What follows belongs to an exercise in optimizing a design on an open flow for a short achievable clock period; a production flow would make more cautious choices.
In this exercise RTL edits were held to simulation tests only and were not proved equivalent to the original.
The clock port is modelled as an ideal driver, which makes a skipped or thinned clock tree look cheaper than it is; a real chip needs a root buffer or a tree.
Power is estimated from default activity; no workload was simulated.

Design cpu, start of the top module:
module cpu (
    input wire clk,               
    input wire reset,             
    input wire [15:0] instr,      
    output reg [7:0] result       
);
Size in the first run: roughly 4900 cells after synthesis.
Settings: LEC_CHECK=0, ABC_CLOCK_PERIOD_IN_PS=1600, CAP_MARGIN=20, CORE_MARGIN=2, CORE_UTILIZATION=40, SETUP_SLACK_MARGIN=2.4, SLEW_MARGIN=20; clock period 4.0 ns.
run.sh (not shown) runs the stock make flow with config.mk's settings and CLKGATE_MAP_FILE= SYNTH_SCRIPT=/design/flow/synth_recipe.tcl, a recipe that flattens the netlist after the stock synthesis.
The starting point produced a clean layout.
Next try:
Settings changed: ABC_CLOCK_PERIOD_IN_PS 1600 to not set, SETUP_SLACK_MARGIN 2.4 to 1.8.
After rerunning: Global-route usage fell by 3.5 points. Sequential power stays flat. Count of clock-buffer cells in the layout does not change. Hold slack improves by 0.052 ns. Die area stays the same. Synthesized cell count is unchanged. First-iteration DRC count fell by about a fifth.


cpu, a different RTL version from the one above (not shown whole).
For scale: ~9400 cells after synthesis, roughly 26 I/O pins, about 130000 um2 of cells after synthesis.
==> flow/config.mk <==
export PLATFORM = sky130hd
export DESIGN_NAME = cpu
export DESIGN_NICKNAME = cpu
export VERILOG_FILES = /design/flow/design.v
export SDC_FILE = /design/flow/constraint.sdc
export NUM_CORES = 8
export LEC_CHECK = 0
export CAP_MARGIN = 20
export CORE_MARGIN = 2
export CORE_UTILIZATION = 65
export SETUP_SLACK_MARGIN = 3.0
export SLEW_MARGIN = 20
export SYNTH_HIERARCHICAL = 1
==> flow/constraint.sdc <==
create_clock -name core_clock -period 4.0 [get_ports {clk}]
set_input_delay 0.8000 -clock core_clock [delete_from_list [all_inputs] [get_ports {clk}]]
set_output_delay 0.8000 -clock core_clock [all_outputs]
set_load 0.01 [all_outputs]
standard.sh (not shown) runs the stock make flow with config.mk's settings and CLKGATE_MAP_FILE= SYNTH_SCRIPT=/design/flow/synth_recipe.tcl, a recipe that flattens the netlist after the stock synthesis.
==> flow/flow/run.sh <==
#!/bin/bash
# The standard layout, with the clock tree built by flow/mcts.tcl in place
# of TritonCTS: leaf clkbuf_16 buffers drive about 16 flip-flops each, a
# level of clkbuf_16 above them drives about 8 leaf buffers each, and one
# clkbuf_16 per quarter of the core, on the clock port, drives the buffers
# of that level in its quarter. Before it builds the tree, mcts.tcl moves
# each output port's flip-flop and buffer to the port's pin.
# Everything else is the standard.sh.
set -euo pipefail
export PRE_CTS_TCL="$PWD/flow/mcts.tcl"
export MCTS_LEAF=16 MCTS_LEVELS=2 MCTS_ROOTS=4 MCTS_QUADROOT=1 MCTS_OUTBUF=2
bash standard.sh > standard.log 2>&1
Other scripts of this flow, unchanged in this note and not shown: flow/flow/mcts.tcl
The baseline died in global routing (DPL-0038).
Change:
- SETUP_SLACK_MARGIN: 3.0 -> 2.4
Outcome: The new run completed with no timing, DRC or antenna violations. Synthesized cell count does not change. Synthesized area is unchanged.
The clock cells of the second run of this note come from the design's own scripts or RTL, not from TritonCTS.


## old
The RTL this note starts from:
==> flow/design.v <==
module alu (
    input  wire [7:0] g,
    input  wire [7:0] p,
    output wire [7:0] carry
);
    wire [7:0] g1, p1, g2, p2, g3, p3;
    genvar i;
    generate
        for (i = 0; i < 8; i = i + 1) begin : prefix
            if (i >= 1) begin : l1
                alu_pg c (.gh(g[i]), .ph(p[i]), .gl(g[i-1]), .pl(p[i-1]), .g(g1[i]), .p(p1[i]));
            end else begin : l1_pass
                assign g1[i] = g[i];
                assign p1[i] = p[i];
            end
            if (i >= 2) begin : l2
                alu_pg c (.gh(g1[i]), .ph(p1[i]), .gl(g1[i-2]), .pl(p1[i-2]), .g(g2[i]), .p(p2[i]));
            end else begin : l2_pass
                assign g2[i] = g1[i];
                assign p2[i] = p1[i];
            end
            if (i >= 4) begin : l3
                alu_pg c (.gh(g2[i]), .ph(p2[i]), .gl(g2[i-4]), .pl(p2[i-4]), .g(g3[i]), .p(p3[i]));
            end else begin : l3_pass
                assign g3[i] = g2[i];
                assign p3[i] = p2[i];
            end
        end
    endgenerate
    assign carry = {g3[6:0], 1'b0};
endmodule
module alu_pg (
    input  wire gh, ph, gl, pl,
    output wire g, p
);
    assign g = gh | (ph & gl);
    assign p = ph & pl;
endmodule
module register (
    input  wire       clk,
    input  wire       reset,
    input  wire [7:0] dsel,       
    input  wire       wdata,      
    input  wire       new_d,      
    input  wire [3:0] rd,         
    input  wire       is_add,     
    input  wire       imm_b,      
    output reg        op1,        
    output reg        add_g,
    output reg        add_p
);
    reg [7:0] r;
    reg [3:0] dest;               
    reg       operand2;           
    integer i;
    always @(posedge clk)
        for (i = 0; i < 8; i = i + 1)
            if (dsel[i]) r[i] <= wdata;
    wire dvalid = !dest[3];
    wire byp    = dvalid && (dest[2:0] == rd[2:0]);
    wire rnew   = !rd[3] && (byp ? wdata : r[rd[2:0]]);
    wire rold   = dvalid && wdata;
    wire op1_nx = new_d ? rnew : rold;
    wire b_nx   = (!reset && is_add) ? imm_b : operand2;
    wire p_nx;
    register_xor px (.a(op1_nx), .b(b_nx), .y(p_nx));
    always @(posedge clk) begin
        op1 <= op1_nx;
        add_g <= op1_nx & b_nx;
        add_p <= p_nx;
        if (new_d) dest <= rd;
        if (!reset && is_add) operand2 <= imm_b;
    end
endmodule
module register_xor (
    input  wire a,
    input  wire b,
    output wire y
);
    assign y = a ^ b;
endmodule
module memory #(
    parameter LB = 3,
    parameter NP = 1 << (8 - LB),
    parameter NL = 1 << LB
) (
    input  wire          clk,
    input  wire          reset,
    input  wire [14:0]   instr,      
    input  wire          imm_b,      
    input  wire          op1,        
    input  wire          add_p,      
    input  wire          carry,      
    output wire          wdata,      
    output wire          res_nx      
);
    wire [2:0] op  = instr[14:12];
    wire [7:0] imm = instr[7:0];
    wire is_li  = (op == 3'b000);
    wire is_st  = (op == 3'b001);
    wire is_ld  = (op == 3'b010);
    wire is_add = (op == 3'b011);
    wire new_a  = !reset && (is_st || is_ld);
    reg          mem [0:255];
    reg [NP-1:0] pn;
    reg [NP-1:0] s_new;           
    reg          s_old, s_wb;     
    reg [7:0]    addr;            
    reg [NP-1:0] a_hi_oh;         
    reg [NL-1:0] lo_oh;           
    reg [NP-1:0] wsel;            
    reg          we;              
    reg          result;          
    reg          hold;            
    reg          ma_old, wb;
    reg          sumr;            
    reg          w_reg;           
    reg          w_h, w_s;        
    integer i, j;
    assign wdata = w_h ? hold : (w_s ? sumr : w_reg);
    wire sum = add_p ^ carry;                
    always @(posedge clk)
        for (i = 0; i < 256; i = i + 1)
            if (wsel[i / NL] && lo_oh[i % NL]) mem[i] <= wdata;
    wire [LB-1:0] lo_new = imm[LB-1:0];
    wire [NP-1:0] hi_new = {{(NP-1){1'b0}}, 1'b1} << imm[7:LB];
    always @(posedge clk)
        for (j = 0; j < NP; j = j + 1)
            pn[j] <= mem[(j << LB) | lo_new];
    wire [NP/2-1:0] x_pair;
    wire [NP/8-1:0] x_oct;
    genvar k;
    generate
        for (k = 0; k < NP / 2; k = k + 1) begin : pair
            memory_ao22n g (.a(pn[2*k]), .b(s_new[2*k]), .c(pn[2*k+1]), .d(s_new[2*k+1]), .y(x_pair[k]));
        end
        for (k = 0; k < NP / 8; k = k + 1) begin : oct
            memory_nand4 g (.a(x_pair[4*k]), .b(x_pair[4*k+1]), .c(x_pair[4*k+2]), .d(x_pair[4*k+3]), .y(x_oct[k]));
        end
    endgenerate
    wire x_lo_n, x_hi_n, x;
    memory_nor3 x_lo (.a(x_oct[0]), .b(x_oct[1]), .c(ma_old & s_old), .y(x_lo_n));
    memory_nor2 x_hi (.a(x_oct[2]), .b(x_oct[3]), .y(x_hi_n));
    memory_nand2 x_all (.a(x_lo_n), .b(x_hi_n), .y(x));
    wire hold_nx, ma_nx;
    memory_sel hsel (.x(x), .sx(!we && !s_wb), .e(we ? hold : (s_wb && wb)), .out(hold_nx));
    memory_sel msel (.x(x), .sx(!s_wb), .e(s_wb && wb), .out(ma_nx));
    memory_res rsel (
        .x(x), .sx(!is_add && is_ld && !we && !s_wb),
        .e(!is_add && (is_ld ? (we ? hold : (s_wb && wb)) : result)),
        .carry(carry), .a0(is_add && add_p), .a1(is_add && !add_p), .out(res_nx)
    );
    wire a_hit = we && (addr == imm);
    always @(posedge clk) begin
        hold <= hold_nx;
        ma_old <= ma_nx;
        wb <= wdata;
        sumr <= sum;
        s_new <= new_a ? hi_new : {NP{1'b0}};
        s_old <= !new_a;
        s_wb <= new_a ? a_hit : we;
        w_h <= !reset && is_ld;
        w_s <= !reset && is_add;
        if (new_a) begin
            addr <= imm;
            a_hi_oh <= hi_new;
            lo_oh <= {{(NL-1){1'b0}}, 1'b1} << lo_new;
        end
        if (!reset && is_li)
            w_reg <= imm_b;
        else if (!reset && is_st)
            w_reg <= op1;
        else
            w_reg <= wdata;
    end
    always @(posedge clk or posedge reset) begin
        if (reset) begin
            we <= 1'b0;
            wsel <= {NP{1'b0}};
            result <= 1'b0;
        end else begin
            we <= is_li | is_st | is_add;
            wsel <= is_st ? hi_new : ((is_li | is_add) ? a_hi_oh : {NP{1'b0}});
            result <= res_nx;
        end
    end
endmodule
module memory_ao22n (input wire a, b, c, d, output wire y);
    assign y = !((a & b) | (c & d));
endmodule
module memory_nand4 (input wire a, b, c, d, output wire y);
    assign y = !(a & b & c & d);
endmodule
module memory_nor3 (input wire a, b, c, output wire y);
    assign y = !(a | b | c);
endmodule
module memory_nor2 (input wire a, b, output wire y);
    assign y = !(a | b);
endmodule
module memory_nand2 (input wire a, b, output wire y);
    assign y = !(a & b);
endmodule
module memory_sel (input wire x, sx, e, output wire out);
    assign out = (x & sx) | e;
endmodule
module memory_res (input wire x, sx, e, carry, a0, a1, output wire out);
    assign out = (x & sx) | e | (carry ? a1 : a0);
endmodule
module cpu (
    input wire clk,               
    input wire reset,             
    input wire [15:0] instr,      
    output reg  [7:0] result      
);
    localparam LB = 3;
    wire [2:0] op  = instr[14:12];
    wire [3:0] rd  = instr[11:8];
    wire [7:0] imm = instr[7:0];
    wire is_add = (op == 3'b011);
    wire new_d  = !reset && !op[2];
    reg [7:0]    dsel;            
    wire [7:0] wdata, operand1, add_g, add_p, carry, res_nx;
    alu alu_inst (.g(add_g), .p(add_p), .carry(carry));
    genvar b;
    generate
        for (b = 0; b < 8; b = b + 1) begin : bit_slice
            memory #(.LB(LB)) mem_inst (
                .clk(clk), .reset(reset), .instr(instr[14:0]), .imm_b(imm[b]),
                .op1(operand1[b]), .add_p(add_p[b]), .carry(carry[b]),
                .wdata(wdata[b]), .res_nx(res_nx[b])
            );
            register reg_file (
                .clk(clk), .reset(reset), .dsel(dsel),
                .wdata(wdata[b]), .new_d(new_d), .rd(rd),
                .is_add(is_add), .imm_b(imm[b]),
                .op1(operand1[b]), .add_g(add_g[b]), .add_p(add_p[b])
            );
        end
    endgenerate
    always @(posedge clk)
        if (new_d) dsel <= rd[3] ? 8'b0 : (8'b1 << rd[2:0]);
    always @(posedge clk or posedge reset)
        if (reset)
            result <= 8'b0;
        else
            result <= res_nx;
endmodule
Settings: LEC_CHECK=0, CAP_MARGIN=20, CORE_MARGIN=2, CORE_UTILIZATION=65, SETUP_SLACK_MARGIN=2.4, SLEW_MARGIN=20, SYNTH_HIERARCHICAL=1; clock period 4.0 ns.
==> flow/flow/run.sh <==
#!/bin/bash
# The standard layout, with the clock tree built by flow/mcts.tcl in place
# of TritonCTS: leaf clkbuf_16 buffers drive about 20 flip-flops each, two
# levels of clkbuf_16 above them share the fanout evenly, and the 4 top
# buffers hang on the clock port. Before it builds the tree, mcts.tcl moves
# each output port's flip-flop and buffer to the port's pin.
# Everything else is the standard.sh.
set -euo pipefail
export PRE_CTS_TCL="$PWD/flow/mcts.tcl"
export MCTS_LEAF=20 MCTS_LEVELS=2 MCTS_ROOTS=4 MCTS_OUTBUF=2
bash standard.sh > standard.log 2>&1
==> flow/flow/mcts.tcl <==
# Clock tree built by recursive bisection of the clock sinks: leaf buffers
# drive about MCTS_LEAF flip-flops each, MCTS_LEVELS levels of buffers
# above them share the fanout evenly, and the top level, of at most
# MCTS_ROOTS buffers, hangs on the clock port.
# Sourced as ORFS's PRE_CTS_TCL hook: it replaces clock_tree_synthesis.

proc mcts_env {name default} {
  if {[info exists ::env($name)] && $::env($name) ne ""} { return $::env($name) }
  return $default
}

# Split items ({x y payload} triples) into k groups of near-equal size,
# cutting along the longer side of their bounding box.
proc mcts_bisect {items k} {
  if {$k <= 1} { return [list $items] }
  set xs {}; set ys {}
  foreach it $items { lappend xs [lindex $it 0]; lappend ys [lindex $it 1] }
  set xs [lsort -real $xs]; set ys [lsort -real $ys]
  set dx [expr {[lindex $xs end] - [lindex $xs 0]}]
  set dy [expr {[lindex $ys end] - [lindex $ys 0]}]
  set idx [expr {$dx >= $dy ? 0 : 1}]
  set sorted [lsort -real -index $idx $items]
  set k1 [expr {$k / 2}]
  set k2 [expr {$k - $k1}]
  set n [llength $sorted]
  set n1 [expr {int(round(double($n) * $k1 / $k))}]
  set a [lrange $sorted 0 [expr {$n1 - 1}]]
  set b [lrange $sorted $n1 end]
  return [concat [mcts_bisect $a $k1] [mcts_bisect $b $k2]]
}

proc mcts_centroid {group} {
  set sx 0.0; set sy 0.0
  foreach it $group { set sx [expr {$sx + [lindex $it 0]}]; set sy [expr {$sy + [lindex $it 1]}] }
  set n [llength $group]
  return [list [expr {$sx / $n}] [expr {$sy / $n}]]
}

proc mcts_build {} {
  set leaf [mcts_env MCTS_LEAF 24]
  set levels [mcts_env MCTS_LEVELS 1]
  set roots [mcts_env MCTS_ROOTS 4]
  set bufname [mcts_env MCTS_BUF sky130_fd_sc_hd__clkbuf_16]
  set block [ord::get_db_block]
  set master [[ord::get_db] findMaster $bufname]
  set clkport [mcts_env MCTS_CLOCK_PORT clk]
  set clk [$block findNet $clkport]
  set items {}
  foreach it [$clk getITerms] {
    set bb [[$it getInst] getBBox]
    lappend items [list [expr {([$bb xMin] + [$bb xMax]) / 2.0}] [expr {([$bb yMin] + [$bb yMax]) / 2.0}] $it]
  }
  set n [llength $items]
  puts "mcts: $n clock sinks on $clkport"
  foreach it $items { [lindex $it 2] disconnect }
  set nleaf [expr {int(ceil(double($n) / $leaf))}]
  set fan [expr {int(ceil(pow(double($nleaf) / $roots, 1.0 / $levels)))}]
  if {$fan < 2} { set fan 2 }
  set level 0
  set per $leaf
  while {1} {
    set k [expr {int(ceil(double([llength $items]) / $per))}]
    if {$k < 1} { set k 1 }
    set groups [mcts_bisect $items $k]
    set next {}
    set i 0
    foreach g $groups {
      set c [mcts_centroid $g]
      set name "mcts_l${level}_$i"
      set inst [odb::dbInst_create $block $master $name]
      $inst setLocation [expr {int([lindex $c 0])}] [expr {int([lindex $c 1])}]
      $inst setPlacementStatus PLACED
      set net [odb::dbNet_create $block "${name}_net"]
      $net setSigType CLOCK
      [$inst findITerm X] connect $net
      foreach it $g {
        set p [lindex $it 2]
        if {[string match "*dbITerm*" $p]} { $p connect $net } else { [$p findITerm A] connect $net }
      }
      lappend next [list [lindex $c 0] [lindex $c 1] $inst]
      incr i
    }
    puts "mcts: level $level has $k buffers"
    incr level
    set items $next
    set per $fan
    if {[llength $items] <= $roots} { break }
  }
  foreach it $items { [[lindex $it 2] findITerm A] connect $clk }
}

# Move each output port's buffer next to the flip-flop that drives it, so
# that the flip-flop sees a short wire and the buffer drives the long one to
# the pin (MCTS_OUTBUF 1); or move both to the pin, where the wire before the
# flip-flop is long instead (MCTS_OUTBUF 2). Detailed placement legalizes
# the moves.
proc mcts_outbufs {mode} {
  set block [ord::get_db_block]
  set core [$block getCoreArea]
  foreach bt [$block getBTerms] {
    if {[$bt getIoType] ne "OUTPUT"} { continue }
    set net [$bt getNet]
    if {$net eq "NULL"} { continue }
    set pb [$bt getBBox]
    set px [expr {([$pb xMin] + [$pb xMax]) / 2}]
    set py [expr {([$pb yMin] + [$pb yMax]) / 2}]
    set px [expr {max([$core xMin], min([$core xMax] - 5000, $px))}]
    set py [expr {max([$core yMin], min([$core yMax] - 3000, $py))}]
    foreach it [$net getITerms] {
      if {![$it isOutputSignal]} { continue }
      set buf [$it getInst]
      set a [$buf findITerm A]
      if {$a eq "NULL"} { continue }
      set anet [$a getNet]
      if {$anet eq "NULL"} { continue }
      foreach d [$anet getITerms] {
        if {![$d isOutputSignal]} { continue }
        set ff [$d getInst]
        if {$mode == 2} {
          $ff setLocation $px $py
          $ff setPlacementStatus PLACED
          $buf setLocation $px $py
        } else {
          set loc [$ff getLocation]
          $buf setLocation [lindex $loc 0] [lindex $loc 1]
        }
        $buf setPlacementStatus PLACED
        puts "mcts: [$bt getName] buffer [$buf getName] and [$ff getName] placed (mode $mode)"
      }
    }
  }
}

rename clock_tree_synthesis mcts_orig_clock_tree_synthesis
proc clock_tree_synthesis {args} {
  set ob [mcts_env MCTS_OUTBUF 0]
  if {$ob} { mcts_outbufs $ob }
  mcts_build
}
Input-level comparison between new and old:
- CORE_UTILIZATION changed from 65 to 72
-- flow/flow/run.sh --
<<< old, line 3
# of TritonCTS: leaf clkbuf_16 buffers drive about 20 flip-flops each, two
>>> new, line 3
# of TritonCTS: leaf clkbuf_16 buffers drive about 16 flip-flops each, two
<<< old, line 6
# each output port's flip-flop and buffer to the port's pin.
>>> new, line 6
# each output port's buffer next to the flip-flop that drives it.
<<< old, line 10
export MCTS_LEAF=20 MCTS_LEVELS=2 MCTS_ROOTS=4 MCTS_OUTBUF=2
>>> new, line 10
export MCTS_LEAF=16 MCTS_LEVELS=2 MCTS_ROOTS=4 MCTS_OUTBUF=1
-- flow/flow/mcts.tcl --
<<< old, line 94
# the pin (MCTS_OUTBUF 1); or move both to the pin, where the wire before the
# flip-flop is long instead (MCTS_OUTBUF 2). Detailed placement legalizes
# the moves.
proc mcts_outbufs {mode} {
>>> new, line 94
# the pin. Detailed placement legalizes the moves.
proc mcts_outbufs {} {
<<< old, line 99
  set core [$block getCoreArea]
>>> new, line 97
<<< old, line 104
    set pb [$bt getBBox]
    set px [expr {([$pb xMin] + [$pb xMax]) / 2}]
    set py [expr {([$pb yMin] + [$pb yMax]) / 2}]
    set px [expr {max([$core xMin], min([$core xMax] - 5000, $px))}]
    set py [expr {max([$core yMin], min([$core yMax] - 3000, $py))}]
>>> new, line 101
<<< old, line 118
        set ff [$d getInst]
        if {$mode == 2} {
          $ff setLocation $px $py
          $ff setPlacementStatus PLACED
          $buf setLocation $px $py
        } else {
          set loc [$ff getLocation]
          $buf setLocation [lindex $loc 0] [lindex $loc 1]
        }
>>> new, line 110
        set loc [[$d getInst] getLocation]
        $buf setLocation [lindex $loc 0] [lindex $loc 1]
<<< old, line 128
        puts "mcts: [$bt getName] buffer [$buf getName] and [$ff getName] placed (mode $mode)"
>>> new, line 113
        puts "mcts: [$bt getName] buffer [$buf getName] moved next to [[$d getInst] getName]"
<<< old, line 136
  set ob [mcts_env MCTS_OUTBUF 0]
  if {$ob} { mcts_outbufs $ob }
>>> new, line 121
  if {[mcts_env MCTS_OUTBUF 0]} { mcts_outbufs }
- Comparing old and new, fraction of area in multi-input gates is lower on old.
- The power of new exceeds that of old by 0.0055 W.
- Cmp old and new / area of the die / higher: old
- Summary of new over old: height of the die has decreased, minimum hold slack went down, setup slack moved down, minimum clock period after layout picked up an extra 0.41 ns, ratio of cells with drive above 1 in the final layout now larger.
- From old to new the numbers moved as follows: combinational power saw an increase, met3 track demand over resource in global routing saw an increase.
No run of this note takes its clock network from TritonCTS; it comes from the design's own scripts or RTL.

what the ideal ports hide:
The flow's constraints put no driver on any port. The routed layouts listed below were extracted and timed again, unchanged, in two steps. Step 1: set_driving_cell puts a clkbuf_16 on clk and a buf_2 on each other input, an assumption about the parent block. Step 2 times the ports against the registers' clock, not the clock port: input delays grow and output delays shrink by t, the midpoint of the rising clock arrivals with the driver on. Slacks: ideal / step 1 / step 2; pairs: ideal / step 1.
run	t (ns)	setup WS [ns]	hold WS [ns]	worst register clock-pin slew, ns
the first run of note 1	0.961	1.711 / 1.711 / 0.894	0.347 / 0.278 / 0.467	0.07 / 0.07
the second run of note 1	0.960	1.670 / 1.670 / 0.776	0.399 / 0.368 / 0.471	0.07 / 0.07
the second run of note 2	0.835	2.072 / 1.753 / 0.918	0.447 / 0.374 / 0.447	0.09 / 0.09
old	0.861	2.005 / 1.701 / 0.840	0.368 / 0.306 / 0.421	0.10 / 0.10
new	0.924	1.599 / 1.071 / 0.146	0.057 / -0.085 / 0.484	0.10 / 0.10
After both steps setup and hold are still met in every run listed. The setup slack of new, which loses most, moves by -0.528 ns with the drivers and by -1.453 ns with both steps.
